From an optimization exercise on the open Yosys and OpenROAD flow, aimed at small area, a short achievable clock period and few clock cycles; shortcuts taken in it are not production practice. In this exercise RTL edits were held to simulation tests only and were not proved equivalent to the original.

==> trial 64: inputs <==
// top_set
module top_set #(
	parameter N = 64	 
)(
	input			clk,
	input			rst_n,
	input[7:0]		input_axi_data,
	input			input_axi_keep,
	input			input_axi_last,
	input			input_axi_valid,
	input			output_axi_ready,
	input signed[7:0]	coe_00_in,
	input signed[7:0]	coe_01_in,
	input signed[7:0]	coe_02_in,
	input signed[7:0]	coe_10_in,
	input signed[7:0]	coe_11_in,
	input signed[7:0]	coe_12_in,
	input signed[7:0]	coe_20_in,
	input signed[7:0]	coe_21_in,
	input signed[7:0]	coe_22_in,
	output			input_axi_ready,
	output[7:0]		output_axi_data,
	output			output_axi_valid,
	output			output_axi_last,
	output			output_axi_keep,
	output			sc1_window_en
);
==> flow/config.mk <==
export PLATFORM = sky130hd
export DESIGN_NAME = top_set
export DESIGN_NICKNAME = top_set
export VERILOG_FILES = /design/flow/design.v
export SDC_FILE = /design/flow/constraint.sdc
export NUM_CORES = 4
export LEC_CHECK = 0
export CAP_MARGIN = 20
export CORE_MARGIN = 2
export CORE_UTILIZATION = 40
export SETUP_SLACK_MARGIN = 4.1
export SLEW_MARGIN = 20
==> flow/constraint.sdc <==
create_clock -name core_clock -period 7.0 [get_ports {clk}]
set_input_delay 1.4000 -clock core_clock [delete_from_list [all_inputs] [get_ports {clk}]]
set_output_delay 1.4000 -clock core_clock [all_outputs]
set_load 0.01 [all_outputs]
standard.sh (not shown) runs the stock make flow with config.mk's settings and CLKGATE_MAP_FILE= SYNTH_SCRIPT=/design/flow/synth_recipe.tcl, a recipe that flattens the netlist after the stock synthesis.
==> flow/flow/run.sh <==
#!/bin/bash
# Layout flow: the standard flow, with two changes to how the layout is
# made (the design, the constraints and the standard synthesis are unchanged):
#  1. after the standard synthesis, flow/polarity.py removes the inverters
#     that Yosys's full-adder extraction leaves between full adders, by
#     choosing for each full adder whether it works on true or complemented
#     signals (FA(~a,~b,~c) = ~FA(a,b,c)); registers are not touched;
#  2. the ports are buffered with sky130_fd_sc_hd__buf_1 cells.
# Each tool's output goes to a log file of its own in this folder.
set -euo pipefail
R=orfs/results/sky130hd/top_set/base
bash standard.sh synth > standard_synth.log 2>&1
cp $R/1_2_yosys.v $R/1_2_yosys.standard.v
python3 flow/polarity.py $R/1_2_yosys.standard.v $R/1_2_yosys.v > polarity.log 2>&1
rm -f $R/1_synth.odb $R/1_synth.sdc
export BUFFER_PORTS_ARGS="-buffer_cell sky130_fd_sc_hd__buf_1"
bash standard.sh > standard_layout.log 2>&1
Other scripts of this flow, unchanged in this note and not shown: flow/flow/polarity.py
==> build 69 (differences from trial 64) <==
CORE_UTILIZATION = 60   (was 40)
CTS_BUF_LIST = sky130_fd_sc_hd__clkbuf_16   (was not set)
CTS_CLUSTER_DIAMETER = 100   (was not set)
CTS_CLUSTER_SIZE = 24   (was not set)
SETUP_SLACK_MARGIN = 4.2   (was 4.1)
==> trial 80 (differences from trial 64) <==
--- a/flow/design.v
+++ b/flow/design.v
@@ -30,239 +30,275 @@
   input mn6,
   input mn7,
   input mn8,
   output reg [6:0] y
 );
 reg one0_0, two0_0, neg0_0;
+wire nn0_0 = co0[1] & ~(co0[0] & 1'b0);
 always @(posedge clk) begin
   one0_0 <= (co0[0] ^ 1'b0) & mn0;
   two0_0 <= ((co0[1] & ~co0[0] & ~1'b0) | (~co0[1] & co0[0] & 1'b0)) & mn0;
-  neg0_0 <= co0[1] & ~(co0[0] & 1'b0);
+  neg0_0 <= nn0_0;
 end
 reg one0_1, two0_1, neg0_1;
+wire nn0_1 = co0[3] & ~(co0[2] & co0[1]);
 always @(posedge clk) begin
   one0_1 <= (co0[2] ^ co0[1]) & mn0;
   two0_1 <= ((co0[3] & ~co0[2] & ~co0[1]) | (~co0[3] & co0[2] & co0[1])) & mn0;
-  neg0_1 <= co0[3] & ~(co0[2] & co0[1]);
+  neg0_1 <= nn0_1;
 end
 reg one0_2, two0_2, neg0_2;
+wire nn0_2 = co0[5] & ~(co0[4] & co0[3]);
 always @(posedge clk) begin
   one0_2 <= (co0[4] ^ co0[3]) & mn0;
   two0_2 <= ((co0[5] & ~co0[4] & ~co0[3]) | (~co0[5] & co0[4] & co0[3])) & mn0;
-  neg0_2 <= co0[5] & ~(co0[4] & co0[3]);
+  neg0_2 <= nn0_2;
 end
 reg one0_3, two0_3, neg0_3;
+wire nn0_3 = co0[7] & ~(co0[6] & co0[5]);
 always @(posedge clk) begin
   one0_3 <= (co0[6] ^ co0[5]) & mn0;
   two0_3 <= ((co0[7] & ~co0[6] & ~co0[5]) | (~co0[7] & co0[6] & co0[5])) & mn0;
-  neg0_3 <= co0[7] & ~(co0[6] & co0[5]);
+  neg0_3 <= nn0_3;
 end
 reg one1_0, two1_0, neg1_0;
+wire nn1_0 = co1[1] & ~(co1[0] & 1'b0);
 always @(posedge clk) begin
   one1_0 <= (co1[0] ^ 1'b0) & mn1;
   two1_0 <= ((co1[1] & ~co1[0] & ~1'b0) | (~co1[1] & co1[0] & 1'b0)) & mn1;
-  neg1_0 <= co1[1] & ~(co1[0] & 1'b0);
+  neg1_0 <= nn1_0;
 end
 reg one1_1, two1_1, neg1_1;
+wire nn1_1 = co1[3] & ~(co1[2] & co1[1]);
 always @(posedge clk) begin
   one1_1 <= (co1[2] ^ co1[1]) & mn1;
   two1_1 <= ((co1[3] & ~co1[2] & ~co1[1]) | (~co1[3] & co1[2] & co1[1])) & mn1;
-  neg1_1 <= co1[3] & ~(co1[2] & co1[1]);
+  neg1_1 <= nn1_1;
 end
 reg one1_2, two1_2, neg1_2;
+wire nn1_2 = co1[5] & ~(co1[4] & co1[3]);
 always @(posedge clk) begin
   one1_2 <= (co1[4] ^ co1[3]) & mn1;
   two1_2 <= ((co1[5] & ~co1[4] & ~co1[3]) | (~co1[5] & co1[4] & co1[3])) & mn1;
-  neg1_2 <= co1[5] & ~(co1[4] & co1[3]);
+  neg1_2 <= nn1_2;
 end
 reg one1_3, two1_3, neg1_3;
+wire nn1_3 = co1[7] & ~(co1[6] & co1[5]);
 always @(posedge clk) begin
   one1_3 <= (co1[6] ^ co1[5]) & mn1;
   two1_3 <= ((co1[7] & ~co1[6] & ~co1[5]) | (~co1[7] & co1[6] & co1[5])) & mn1;
-  neg1_3 <= co1[7] & ~(co1[6] & co1[5]);
+  neg1_3 <= nn1_3;
 end
 reg one2_0, two2_0, neg2_0;
+wire nn2_0 = co2[1] & ~(co2[0] & 1'b0);
 always @(posedge clk) begin
   one2_0 <= (co2[0] ^ 1'b0) & mn2;
   two2_0 <= ((co2[1] & ~co2[0] & ~1'b0) | (~co2[1] & co2[0] & 1'b0)) & mn2;
-  neg2_0 <= co2[1] & ~(co2[0] & 1'b0);
+  neg2_0 <= nn2_0;
 end
 reg one2_1, two2_1, neg2_1;
+wire nn2_1 = co2[3] & ~(co2[2] & co2[1]);
 always @(posedge clk) begin
   one2_1 <= (co2[2] ^ co2[1]) & mn2;
   two2_1 <= ((co2[3] & ~co2[2] & ~co2[1]) | (~co2[3] & co2[2] & co2[1])) & mn2;
-  neg2_1 <= co2[3] & ~(co2[2] & co2[1]);
+  neg2_1 <= nn2_1;
 end
 reg one2_2, two2_2, neg2_2;
+wire nn2_2 = co2[5] & ~(co2[4] & co2[3]);
 always @(posedge clk) begin
   one2_2 <= (co2[4] ^ co2[3]) & mn2;
   two2_2 <= ((co2[5] & ~co2[4] & ~co2[3]) | (~co2[5] & co2[4] & co2[3])) & mn2;
-  neg2_2 <= co2[5] & ~(co2[4] & co2[3]);
+  neg2_2 <= nn2_2;
 end
 reg one2_3, two2_3, neg2_3;
+wire nn2_3 = co2[7] & ~(co2[6] & co2[5]);
 always @(posedge clk) begin
   one2_3 <= (co2[6] ^ co2[5]) & mn2;
   two2_3 <= ((co2[7] & ~co2[6] & ~co2[5]) | (~co2[7] & co2[6] & co2[5])) & mn2;
-  neg2_3 <= co2[7] & ~(co2[6] & co2[5]);
+  neg2_3 <= nn2_3;
 end
 reg one3_0, two3_0, neg3_0;
+wire nn3_0 = co3[1] & ~(co3[0] & 1'b0);
 always @(posedge clk) begin
   one3_0 <= (co3[0] ^ 1'b0) & mn3;
   two3_0 <= ((co3[1] & ~co3[0] & ~1'b0) | (~co3[1] & co3[0] & 1'b0)) & mn3;
-  neg3_0 <= co3[1] & ~(co3[0] & 1'b0);
+  neg3_0 <= nn3_0;
 end
 reg one3_1, two3_1, neg3_1;
+wire nn3_1 = co3[3] & ~(co3[2] & co3[1]);
 always @(posedge clk) begin
   one3_1 <= (co3[2] ^ co3[1]) & mn3;
   two3_1 <= ((co3[3] & ~co3[2] & ~co3[1]) | (~co3[3] & co3[2] & co3[1])) & mn3;
-  neg3_1 <= co3[3] & ~(co3[2] & co3[1]);
+  neg3_1 <= nn3_1;
 end
 reg one3_2, two3_2, neg3_2;
+wire nn3_2 = co3[5] & ~(co3[4] & co3[3]);
 always @(posedge clk) begin
   one3_2 <= (co3[4] ^ co3[3]) & mn3;
   two3_2 <= ((co3[5] & ~co3[4] & ~co3[3]) | (~co3[5] & co3[4] & co3[3])) & mn3;
-  neg3_2 <= co3[5] & ~(co3[4] & co3[3]);
+  neg3_2 <= nn3_2;
 end
 reg one3_3, two3_3, neg3_3;
+wire nn3_3 = co3[7] & ~(co3[6] & co3[5]);
 always @(posedge clk) begin
   one3_3 <= (co3[6] ^ co3[5]) & mn3;
   two3_3 <= ((co3[7] & ~co3[6] & ~co3[5]) | (~co3[7] & co3[6] & co3[5])) & mn3;
-  neg3_3 <= co3[7] & ~(co3[6] & co3[5]);
+  neg3_3 <= nn3_3;
 end
 reg one4_0, two4_0, neg4_0;
+wire nn4_0 = co4[1] & ~(co4[0] & 1'b0);
 always @(posedge clk) begin
   one4_0 <= (co4[0] ^ 1'b0) & mn4;
   two4_0 <= ((co4[1] & ~co4[0] & ~1'b0) | (~co4[1] & co4[0] & 1'b0)) & mn4;
-  neg4_0 <= co4[1] & ~(co4[0] & 1'b0);
+  neg4_0 <= nn4_0;
 end
 reg one4_1, two4_1, neg4_1;
+wire nn4_1 = co4[3] & ~(co4[2] & co4[1]);
 always @(posedge clk) begin
   one4_1 <= (co4[2] ^ co4[1]) & mn4;
   two4_1 <= ((co4[3] & ~co4[2] & ~co4[1]) | (~co4[3] & co4[2] & co4[1])) & mn4;
-  neg4_1 <= co4[3] & ~(co4[2] & co4[1]);
+  neg4_1 <= nn4_1;
 end
 reg one4_2, two4_2, neg4_2;
+wire nn4_2 = co4[5] & ~(co4[4] & co4[3]);
 always @(posedge clk) begin
   one4_2 <= (co4[4] ^ co4[3]) & mn4;
   two4_2 <= ((co4[5] & ~co4[4] & ~co4[3]) | (~co4[5] & co4[4] & co4[3])) & mn4;
-  neg4_2 <= co4[5] & ~(co4[4] & co4[3]);
+  neg4_2 <= nn4_2;
 end
 reg one4_3, two4_3, neg4_3;
+wire nn4_3 = co4[7] & ~(co4[6] & co4[5]);
 always @(posedge clk) begin
   one4_3 <= (co4[6] ^ co4[5]) & mn4;
   two4_3 <= ((co4[7] & ~co4[6] & ~co4[5]) | (~co4[7] & co4[6] & co4[5])) & mn4;
-  neg4_3 <= co4[7] & ~(co4[6] & co4[5]);
+  neg4_3 <= nn4_3;
 end
 reg one5_0, two5_0, neg5_0;
+wire nn5_0 = co5[1] & ~(co5[0] & 1'b0);
 always @(posedge clk) begin
   one5_0 <= (co5[0] ^ 1'b0) & mn5;
   two5_0 <= ((co5[1] & ~co5[0] & ~1'b0) | (~co5[1] & co5[0] & 1'b0)) & mn5;
-  neg5_0 <= co5[1] & ~(co5[0] & 1'b0);
+  neg5_0 <= nn5_0;
 end
 reg one5_1, two5_1, neg5_1;
+wire nn5_1 = co5[3] & ~(co5[2] & co5[1]);
 always @(posedge clk) begin
   one5_1 <= (co5[2] ^ co5[1]) & mn5;
   two5_1 <= ((co5[3] & ~co5[2] & ~co5[1]) | (~co5[3] & co5[2] & co5[1])) & mn5;
-  neg5_1 <= co5[3] & ~(co5[2] & co5[1]);
+  neg5_1 <= nn5_1;
 end
 reg one5_2, two5_2, neg5_2;
+wire nn5_2 = co5[5] & ~(co5[4] & co5[3]);
 always @(posedge clk) begin
   one5_2 <= (co5[4] ^ co5[3]) & mn5;
   two5_2 <= ((co5[5] & ~co5[4] & ~co5[3]) | (~co5[5] & co5[4] & co5[3])) & mn5;
-  neg5_2 <= co5[5] & ~(co5[4] & co5[3]);
+  neg5_2 <= nn5_2;
 end
 reg one5_3, two5_3, neg5_3;
+wire nn5_3 = co5[7] & ~(co5[6] & co5[5]);
 always @(posedge clk) begin
   one5_3 <= (co5[6] ^ co5[5]) & mn5;
   two5_3 <= ((co5[7] & ~co5[6] & ~co5[5]) | (~co5[7] & co5[6] & co5[5])) & mn5;
-  neg5_3 <= co5[7] & ~(co5[6] & co5[5]);
+  neg5_3 <= nn5_3;
 end
 reg one6_0, two6_0, neg6_0;
+wire nn6_0 = co6[1] & ~(co6[0] & 1'b0);
 always @(posedge clk) begin
   one6_0 <= (co6[0] ^ 1'b0) & mn6;
   two6_0 <= ((co6[1] & ~co6[0] & ~1'b0) | (~co6[1] & co6[0] & 1'b0)) & mn6;
-  neg6_0 <= co6[1] & ~(co6[0] & 1'b0);
+  neg6_0 <= nn6_0;
 end
 reg one6_1, two6_1, neg6_1;
+wire nn6_1 = co6[3] & ~(co6[2] & co6[1]);
 always @(posedge clk) begin
   one6_1 <= (co6[2] ^ co6[1]) & mn6;
   two6_1 <= ((co6[3] & ~co6[2] & ~co6[1]) | (~co6[3] & co6[2] & co6[1])) & mn6;
-  neg6_1 <= co6[3] & ~(co6[2] & co6[1]);
+  neg6_1 <= nn6_1;
 end
 reg one6_2, two6_2, neg6_2;
+wire nn6_2 = co6[5] & ~(co6[4] & co6[3]);
 always @(posedge clk) begin
   one6_2 <= (co6[4] ^ co6[3]) & mn6;
   two6_2 <= ((co6[5] & ~co6[4] & ~co6[3]) | (~co6[5] & co6[4] & co6[3])) & mn6;
-  neg6_2 <= co6[5] & ~(co6[4] & co6[3]);
+  neg6_2 <= nn6_2;
 end
 reg one6_3, two6_3, neg6_3;
+wire nn6_3 = co6[7] & ~(co6[6] & co6[5]);
 always @(posedge clk) begin
   one6_3 <= (co6[6] ^ co6[5]) & mn6;
   two6_3 <= ((co6[7] & ~co6[6] & ~co6[5]) | (~co6[7] & co6[6] & co6[5])) & mn6;
-  neg6_3 <= co6[7] & ~(co6[6] & co6[5]);
+  neg6_3 <= nn6_3;
 end
 reg one7_0, two7_0, neg7_0;
+wire nn7_0 = co7[1] & ~(co7[0] & 1'b0);
 always @(posedge clk) begin
   one7_0 <= (co7[0] ^ 1'b0) & mn7;
   two7_0 <= ((co7[1] & ~co7[0] & ~1'b0) | (~co7[1] & co7[0] & 1'b0)) & mn7;
-  neg7_0 <= co7[1] & ~(co7[0] & 1'b0);
+  neg7_0 <= nn7_0;
 end
 reg one7_1, two7_1, neg7_1;
+wire nn7_1 = co7[3] & ~(co7[2] & co7[1]);
 always @(posedge clk) begin
   one7_1 <= (co7[2] ^ co7[1]) & mn7;
   two7_1 <= ((co7[3] & ~co7[2] & ~co7[1]) | (~co7[3] & co7[2] & co7[1])) & mn7;
-  neg7_1 <= co7[3] & ~(co7[2] & co7[1]);
+  neg7_1 <= nn7_1;
 end
 reg one7_2, two7_2, neg7_2;
+wire nn7_2 = co7[5] & ~(co7[4] & co7[3]);
 always @(posedge clk) begin
   one7_2 <= (co7[4] ^ co7[3]) & mn7;
   two7_2 <= ((co7[5] & ~co7[4] & ~co7[3]) | (~co7[5] & co7[4] & co7[3])) & mn7;
-  neg7_2 <= co7[5] & ~(co7[4] & co7[3]);
+  neg7_2 <= nn7_2;
 end
 reg one7_3, two7_3, neg7_3;
+wire nn7_3 = co7[7] & ~(co7[6] & co7[5]);
 always @(posedge clk) begin
   one7_3 <= (co7[6] ^ co7[5]) & mn7;
   two7_3 <= ((co7[7] & ~co7[6] & ~co7[5]) | (~co7[7] & co7[6] & co7[5])) & mn7;
-  neg7_3 <= co7[7] & ~(co7[6] & co7[5]);
+  neg7_3 <= nn7_3;
 end
 reg one8_0, two8_0, neg8_0;
+wire nn8_0 = co8[1] & ~(co8[0] & 1'b0);
 always @(posedge clk) begin
   one8_0 <= (co8[0] ^ 1'b0) & mn8;
   two8_0 <= ((co8[1] & ~co8[0] & ~1'b0) | (~co8[1] & co8[0] & 1'b0)) & mn8;
-  neg8_0 <= co8[1] & ~(co8[0] & 1'b0);
+  neg8_0 <= nn8_0;
 end
 reg one8_1, two8_1, neg8_1;
+wire nn8_1 = co8[3] & ~(co8[2] & co8[1]);
 always @(posedge clk) begin
   one8_1 <= (co8[2] ^ co8[1]) & mn8;
   two8_1 <= ((co8[3] & ~co8[2] & ~co8[1]) | (~co8[3] & co8[2] & co8[1])) & mn8;
-  neg8_1 <= co8[3] & ~(co8[2] & co8[1]);
+  neg8_1 <= nn8_1;
 end
 reg one8_2, two8_2, neg8_2;
+wire nn8_2 = co8[5] & ~(co8[4] & co8[3]);
 always @(posedge clk) begin
   one8_2 <= (co8[4] ^ co8[3]) & mn8;
   two8_2 <= ((co8[5] & ~co8[4] & ~co8[3]) | (~co8[5] & co8[4] & co8[3])) & mn8;
-  neg8_2 <= co8[5] & ~(co8[4] & co8[3]);
+  neg8_2 <= nn8_2;
 end
 reg one8_3, two8_3, neg8_3;
+wire nn8_3 = co8[7] & ~(co8[6] & co8[5]);
 always @(posedge clk) begin
   one8_3 <= (co8[6] ^ co8[5]) & mn8;
   two8_3 <= ((co8[7] & ~co8[6] & ~co8[5]) | (~co8[7] & co8[6] & co8[5])) & mn8;
-  neg8_3 <= co8[7] & ~(co8[6] & co8[5]);
+  neg8_3 <= nn8_3;
 end
 reg [3:0] nsel;
 always @* begin
   case (sel)
-    4'd0: nsel = {neg0_3, neg0_2, neg0_1, neg0_0};
-    4'd1: nsel = {neg1_3, neg1_2, neg1_1, neg1_0};
-    4'd2: nsel = {neg2_3, neg2_2, neg2_1, neg2_0};
-    4'd3: nsel = {neg3_3, neg3_2, neg3_1, neg3_0};
-    4'd4: nsel = {neg4_3, neg4_2, neg4_1, neg4_0};
-    4'd5: nsel = {neg5_3, neg5_2, neg5_1, neg5_0};
-    4'd6: nsel = {neg6_3, neg6_2, neg6_1, neg6_0};
-    4'd7: nsel = {neg7_3, neg7_2, neg7_1, neg7_0};
-    4'd8: nsel = {neg8_3, neg8_2, neg8_1, neg8_0};
+    4'd0: nsel = {nn0_3, nn0_2, nn0_1, nn0_0};
+    4'd1: nsel = {nn1_3, nn1_2, nn1_1, nn1_0};
+    4'd2: nsel = {nn2_3, nn2_2, nn2_1, nn2_0};
+    4'd3: nsel = {nn3_3, nn3_2, nn3_1, nn3_0};
+    4'd4: nsel = {nn4_3, nn4_2, nn4_1, nn4_0};
+    4'd5: nsel = {nn5_3, nn5_2, nn5_1, nn5_0};
+    4'd6: nsel = {nn6_3, nn6_2, nn6_1, nn6_0};
+    4'd7: nsel = {nn7_3, nn7_2, nn7_1, nn7_0};
+    4'd8: nsel = {nn8_3, nn8_2, nn8_1, nn8_0};
     default: nsel = 4'd0;
   endcase
 end
 reg [3:0] nadd;
 reg [9:0] sreg;
 always @(posedge clk or negedge rst_n) begin
CORE_UTILIZATION = 70   (was 40)
CTS_BUF_LIST = sky130_fd_sc_hd__clkbuf_16   (was not set)
CTS_CLUSTER_DIAMETER = 105   (was not set)
CTS_CLUSTER_SIZE = 28   (was not set)
SETUP_SLACK_MARGIN = 4.2   (was 4.1)
==> results.sh <==
export IMPL_status="no timing/DRC/antenna violations"
export IMPL_p_seq_share_pct=43.0
export IMPL_crit_fanout=9
export IMPL_dpl_cell_count=4288
export IMPL_final_cells=4507
export IMPL_cts_max_level=3
export IMPL_crit_path_end="u_conv.r1[39]$_DFF_P_"
export IMPL_finalCritPeriodShare_pct=40.1
export IMPL_routed_via_density=4.61
[end of results for trial 64]
==> results.sh <==
export IMPL_final_cells=3929
export IMPL_routed_via_density=5.23
export IMPL_status="no timing/DRC/antenna violations"
export IMPL_crit_fanout=10
export IMPL_crit_path_end="u_conv.r1[60]$_DFF_P_"
export IMPL_finalCritPeriodShare_pct=40.2
export IMPL_p_seq_share_pct=48.2
export IMPL_dpl_cell_count=3838
export IMPL_cts_max_level=3
[end of results for build 69]
==> results.sh <==
export IMPL_status="no timing/DRC/antenna violations"
export IMPL_routed_via_density=5.72
export IMPL_dpl_cell_count=3665
export IMPL_drive_gt1_share_pct=4.73
export IMPL_crit_path_end="sc1_window_en"
export IMPL_die_h_um=249
export IMPL_cts_max_level=2
export IMPL_root_buffer="clkbuf_16"
export IMPL_final_cells=3738
export IMPL_p_seq_share_pct=50.0
[end of results for trial 80]
Testbench counts of trial 64, summed over its fixed seeds: cycles 133,344.
Testbench counts of build 69, summed over its fixed seeds: cycles 133,344.
Testbench counts of trial 80, summed over its fixed seeds: cycles 133,344.

## afterwards: timing with drivers on the ports
Ports are ideal in the flow. The routed layouts listed here were re-timed in OpenROAD.
Step 1: set_driving_cell puts a clkbuf_16 on clk and a buf_2 on each other input, an assumption about the parent block.
Step 2 also shifts input and output timing later by t, the mid clock arrival at the registers, as if the neighbouring blocks saw the same clock.
a / b / c = no drivers / after step 1 / after step 2; a / b = the first two.
| run | shift t [ns] | setup WS [ns] | worst hold slack (ns) | slew at the worst register clock pin (ns) | pins driven straight from the clock port |
|---|---|---|---|---|---|
| trial 64 | 0.756 | 4.192 / 4.159 / 4.159 | 0.298 / 0.298 / 0.298 | 0.07 / 0.07 | 1 |
| build 69 | 0.720 | 4.184 / 4.159 / 4.159 | 0.294 / 0.294 / 0.294 | 0.10 / 0.10 | 1 |
| trial 80 | 0.712 | 4.200 / 4.158 / 3.740 | 0.327 / 0.327 / 0.327 | 0.11 / 0.11 | 1 |
After both steps every run listed still meets setup and hold. For trial 80, which loses most, drivers alone change the setup slack by -0.042 ns; drivers and shift together by -0.460 ns.
